From an optimization exercise on the open Yosys and OpenROAD flow, aimed at small area, a short achievable clock period and few clock cycles per item; shortcuts taken in it are not production practice. In this exercise RTL edits were held to simulation tests only and were not proved equivalent to the original. Power figures rest on the tool's default switching activity, not on a simulated workload.

==> flow/design.v <==
`timescale 1ns / 1ps
module top_k_priority_queue #(
    parameter int K = 8,
    parameter int EMBEDDING_DIM = 2
) (
    input  logic                                    clk,
    input  logic                                    rst_n,
    input  logic                                    push,
    output logic                                    done,
    input  logic [31:0]                             similarity,
    input  logic [31:0]                             doc_index,
    input  logic [EMBEDDING_DIM-1:0][31:0]          vector,
    output logic [K-1:0][31:0]                      topk_similarities,
    output logic [K-1:0][31:0]                      topk_indices,
    output logic [K-1:0][EMBEDDING_DIM-1:0][31:0]   topk_vectors
);
    localparam int W = 64 + 32 * EMBEDDING_DIM;    
    logic [W-1:0] entry [K];
    logic [W-1:0] item;
    logic [K-1:0] above;        
    assign item  = {vector, doc_index, similarity};
    always_ff @(posedge clk or negedge rst_n) begin
        if (!rst_n) done <= 1'b0;
        else if (push) done <= 1'b1;
    end
    for (genvar i = 0; i < K; i++) begin : g_entry
        logic [W-1:0] nxt;
        topk_gt32 u_cmp (.a(similarity), .b(entry[i][31:0]), .gt(above[i]));
        for (genvar h = 0; h < 4; h++) begin : g_part
            localparam int L = h * (W / 4);
            logic sel_prev, sel_new, sel_hold;
            if (i == 0) begin : g_first
                topk_selgen u_gen (.push(push), .above(above[i]), .above_prev(1'b0),
                                   .sel_prev(sel_prev), .sel_new(sel_new), .sel_hold(sel_hold));
                topk_sel2 #(.W(W/4)) u_sel (
                    .sel_a(sel_new),  .a(item[L +: W/4]),
                    .sel_b(sel_hold), .b(entry[i][L +: W/4]),
                    .y(nxt[L +: W/4])
                );
            end else begin : g_rest
                topk_selgen u_gen (.push(push), .above(above[i]), .above_prev(above[i-1]),
                                   .sel_prev(sel_prev), .sel_new(sel_new), .sel_hold(sel_hold));
                topk_sel3 #(.W(W/4)) u_sel (
                    .sel_a(sel_prev), .a(entry[i-1][L +: W/4]),
                    .sel_b(sel_new),  .b(item[L +: W/4]),
                    .sel_c(sel_hold), .c(entry[i][L +: W/4]),
                    .y(nxt[L +: W/4])
                );
            end
        end
        always_ff @(posedge clk or negedge rst_n) begin
            if (!rst_n) entry[i] <= '0;
            else        entry[i] <= nxt;
        end
        assign topk_similarities[i] = entry[i][31:0];
        assign topk_indices[i]      = entry[i][63:32];
        assign topk_vectors[i]      = entry[i][W-1:64];
    end
endmodule
module topk_selgen (
    input  logic push,
    input  logic above,
    input  logic above_prev,
    output logic sel_prev,
    output logic sel_new,
    output logic sel_hold
);
    assign sel_prev = push && above_prev;
    assign sel_new  = push && above && !above_prev;
    assign sel_hold = !(push && above);
endmodule
module topk_sel3 #(
    parameter int W = 128
) (
    input  logic         sel_a,
    input  logic [W-1:0] a,
    input  logic         sel_b,
    input  logic [W-1:0] b,
    input  logic         sel_c,
    input  logic [W-1:0] c,
    output logic [W-1:0] y
);
    assign y = ({W{sel_a}} & a) | ({W{sel_b}} & b) | ({W{sel_c}} & c);
endmodule
module topk_sel2 #(
    parameter int W = 128
) (
    input  logic         sel_a,
    input  logic [W-1:0] a,
    input  logic         sel_b,
    input  logic [W-1:0] b,
    output logic [W-1:0] y
);
    assign y = ({W{sel_a}} & a) | ({W{sel_b}} & b);
endmodule
module topk_gt32 (
    input  logic [31:0] a,
    input  logic [31:0] b,
    output logic        gt
);
    logic [31:0] b_n;
    logic [31:0] g0_n, e0_n;
    logic [15:0] g1, e1;
    logic [7:0]  g2_n, e2_n;
    logic [3:0]  g3, e3;
    logic [1:0]  g4_n, e4_n;
    assign b_n = ~b;
    topk_cmp_leaf_g u_l0_lsb (.a(a[0]), .b_n(b_n[0]), .g_n(g0_n[0]));
    assign e0_n[0] = 1'b0;
    for (genvar j = 1; j < 32; j++) begin : g_l0
        topk_cmp_leaf u (.a(a[j]), .b_n(b_n[j]), .g_n(g0_n[j]), .e_n(e0_n[j]));
    end
    topk_cmp_oai_g u_l1_lsb (.g_hi_n(g0_n[1]), .e_hi_n(e0_n[1]), .g_lo_n(g0_n[0]), .g(g1[0]));
    assign e1[0] = 1'b0;
    for (genvar j = 1; j < 16; j++) begin : g_l1
        topk_cmp_oai u (.g_hi_n(g0_n[2*j+1]), .e_hi_n(e0_n[2*j+1]),
                        .g_lo_n(g0_n[2*j]), .e_lo_n(e0_n[2*j]), .g(g1[j]), .e(e1[j]));
    end
    topk_cmp_aoi_g u_l2_lsb (.g_hi(g1[1]), .e_hi(e1[1]), .g_lo(g1[0]), .g_n(g2_n[0]));
    assign e2_n[0] = 1'b0;
    for (genvar j = 1; j < 8; j++) begin : g_l2
        topk_cmp_aoi u (.g_hi(g1[2*j+1]), .e_hi(e1[2*j+1]), .g_lo(g1[2*j]), .e_lo(e1[2*j]),
                        .g_n(g2_n[j]), .e_n(e2_n[j]));
    end
    topk_cmp_oai_g u_l3_lsb (.g_hi_n(g2_n[1]), .e_hi_n(e2_n[1]), .g_lo_n(g2_n[0]), .g(g3[0]));
    assign e3[0] = 1'b0;
    for (genvar j = 1; j < 4; j++) begin : g_l3
        topk_cmp_oai u (.g_hi_n(g2_n[2*j+1]), .e_hi_n(e2_n[2*j+1]),
                        .g_lo_n(g2_n[2*j]), .e_lo_n(e2_n[2*j]), .g(g3[j]), .e(e3[j]));
    end
    topk_cmp_aoi_g u_l4_lsb (.g_hi(g3[1]), .e_hi(e3[1]), .g_lo(g3[0]), .g_n(g4_n[0]));
    assign e4_n[0] = 1'b0;
    topk_cmp_aoi u_l4_msb (.g_hi(g3[3]), .e_hi(e3[3]), .g_lo(g3[2]), .e_lo(e3[2]),
                           .g_n(g4_n[1]), .e_n(e4_n[1]));
    assign gt = !(g4_n[1] && (e4_n[1] || g4_n[0]));
endmodule
module topk_cmp_leaf (
    input  logic a,
    input  logic b_n,
    output logic g_n,
    output logic e_n
);
    assign g_n = !(a && b_n);
    assign e_n = !(a || b_n);
endmodule
module topk_cmp_leaf_g (
    input  logic a,
    input  logic b_n,
    output logic g_n
);
    assign g_n = !(a && b_n);
endmodule
module topk_cmp_aoi_g (
    input  logic g_hi,
    input  logic e_hi,
    input  logic g_lo,
    output logic g_n
);
    assign g_n = !(g_hi || (e_hi && g_lo));
endmodule
module topk_cmp_oai_g (
    input  logic g_hi_n,
    input  logic e_hi_n,
    input  logic g_lo_n,
    output logic g
);
    assign g = !(g_hi_n && (e_hi_n || g_lo_n));
endmodule
module topk_cmp_aoi (
    input  logic g_hi,
    input  logic e_hi,
    input  logic g_lo,
    input  logic e_lo,
    output logic g_n,
    output logic e_n
);
    assign g_n = !(g_hi || (e_hi && g_lo));
    assign e_n = !(g_hi || (e_hi && e_lo));
endmodule
module topk_cmp_oai (
    input  logic g_hi_n,
    input  logic e_hi_n,
    input  logic g_lo_n,
    input  logic e_lo_n,
    output logic g,
    output logic e
);
    assign g = !(g_hi_n && (e_hi_n || g_lo_n));
    assign e = !(g_hi_n && (e_hi_n || e_lo_n));
endmodule
export LEC_CHECK = 0
export CAP_MARGIN = 40
export CORE_AREA = 5 5 355 355
export CTS_CLUSTER_DIAMETER = 70
export CTS_CLUSTER_SIZE = 40
export DIE_AREA = 0 0 360 360
export PLACE_DENSITY = 0.55
export SETUP_SLACK_MARGIN = 3.8
export SLEW_MARGIN = 50
export SYNTH_HIERARCHICAL = 1
create_clock -name core_clock -period 7.0 [get_ports {clk}]
standard.sh (not shown) runs the stock make flow with config.mk's settings and CLKGATE_MAP_FILE= SYNTH_SCRIPT=/design/flow/synth_recipe.tcl, a recipe that flattens the netlist after the stock synthesis.
==> flow/flow/run.sh <==
#!/bin/bash
export BUFFER_PORTS_ARGS="-buffer_cell sky130_fd_sc_hd__buf_1"
bash standard.sh > standard.log 2>&1
The first run completed without violations.
Testbench counts at the start, summed over its fixed seeds: cycles 24,008, items 24,000.
Next try:
--- a/flow/design.v
+++ b/flow/design.v
@@ -81,5 +81,28 @@
     output logic [W-1:0] y
 );
-    assign y = ({W{sel_a}} & a) | ({W{sel_b}} & b) | ({W{sel_c}} & c);
+    logic [W-1:0] ab_n, c_n;
+    topk_aoi22 #(.W(W)) u_ab (.s0(sel_a), .d0(a), .s1(sel_b), .d1(b), .y_n(ab_n));
+    topk_nand2 #(.W(W)) u_c  (.a({W{sel_c}}), .b(c), .y_n(c_n));
+    topk_nand2 #(.W(W)) u_y  (.a(ab_n), .b(c_n), .y_n(y));
+endmodule
+module topk_aoi22 #(
+    parameter int W = 128
+) (
+    input  logic         s0,
+    input  logic [W-1:0] d0,
+    input  logic         s1,
+    input  logic [W-1:0] d1,
+    output logic [W-1:0] y_n
+);
+    assign y_n = ~(({W{s0}} & d0) | ({W{s1}} & d1));
+endmodule
+module topk_nand2 #(
+    parameter int W = 128
+) (
+    input  logic [W-1:0] a,
+    input  logic [W-1:0] b,
+    output logic [W-1:0] y_n
+);
+    assign y_n = ~(a & b);
 endmodule
 module topk_sel2 #(
=> The new run produced a clean layout; setup slack gets worse by 0.033 ns; area after synthesis climbs slightly; core utilization climbs by 0.49 points; first-iteration DRC count drops by well over a third; flip-flop and latch count is unchanged; power falls slightly; register-to-register slack is better by 0.14 ns; critical path depth went down by 2; cell area went up slightly; combinational power shrinks by a few percent.
Testbench counts after the change, summed over its fixed seeds: cycles 24,008, items 24,000.

[separate check: timing with driven ports]
No port has a modelled driver above. Below, the same layouts with a new extraction and two added sets of constraints. Step 1 sets driving cells, clkbuf_16 on the clock port and buf_2 on the other inputs (assumed; they add their load-dependent delay and slew). Step 2, shift: input delay + t, output delay - t, t = (earliest + latest rising clock arrival at the registers) / 2. This alone moves slack from input paths to output paths. Slacks: ideal ports / drivers / drivers and shift; pairs: ideal ports / drivers.
run	t (ns)	slack for setup (ns)	worst setup path after step 2	latest minus earliest clock arrival (ns)
the first run	0.751	3.791 / 3.764 / 3.057	input to register	0.053 / 0.052
the second run	0.741	3.758 / 3.806 / 3.065	input to register	0.060 / 0.060
After both steps every run listed still meets setup and hold. The setup slack of the first run, which loses most, moves by -0.027 ns with the drivers and by -0.734 ns with both steps.
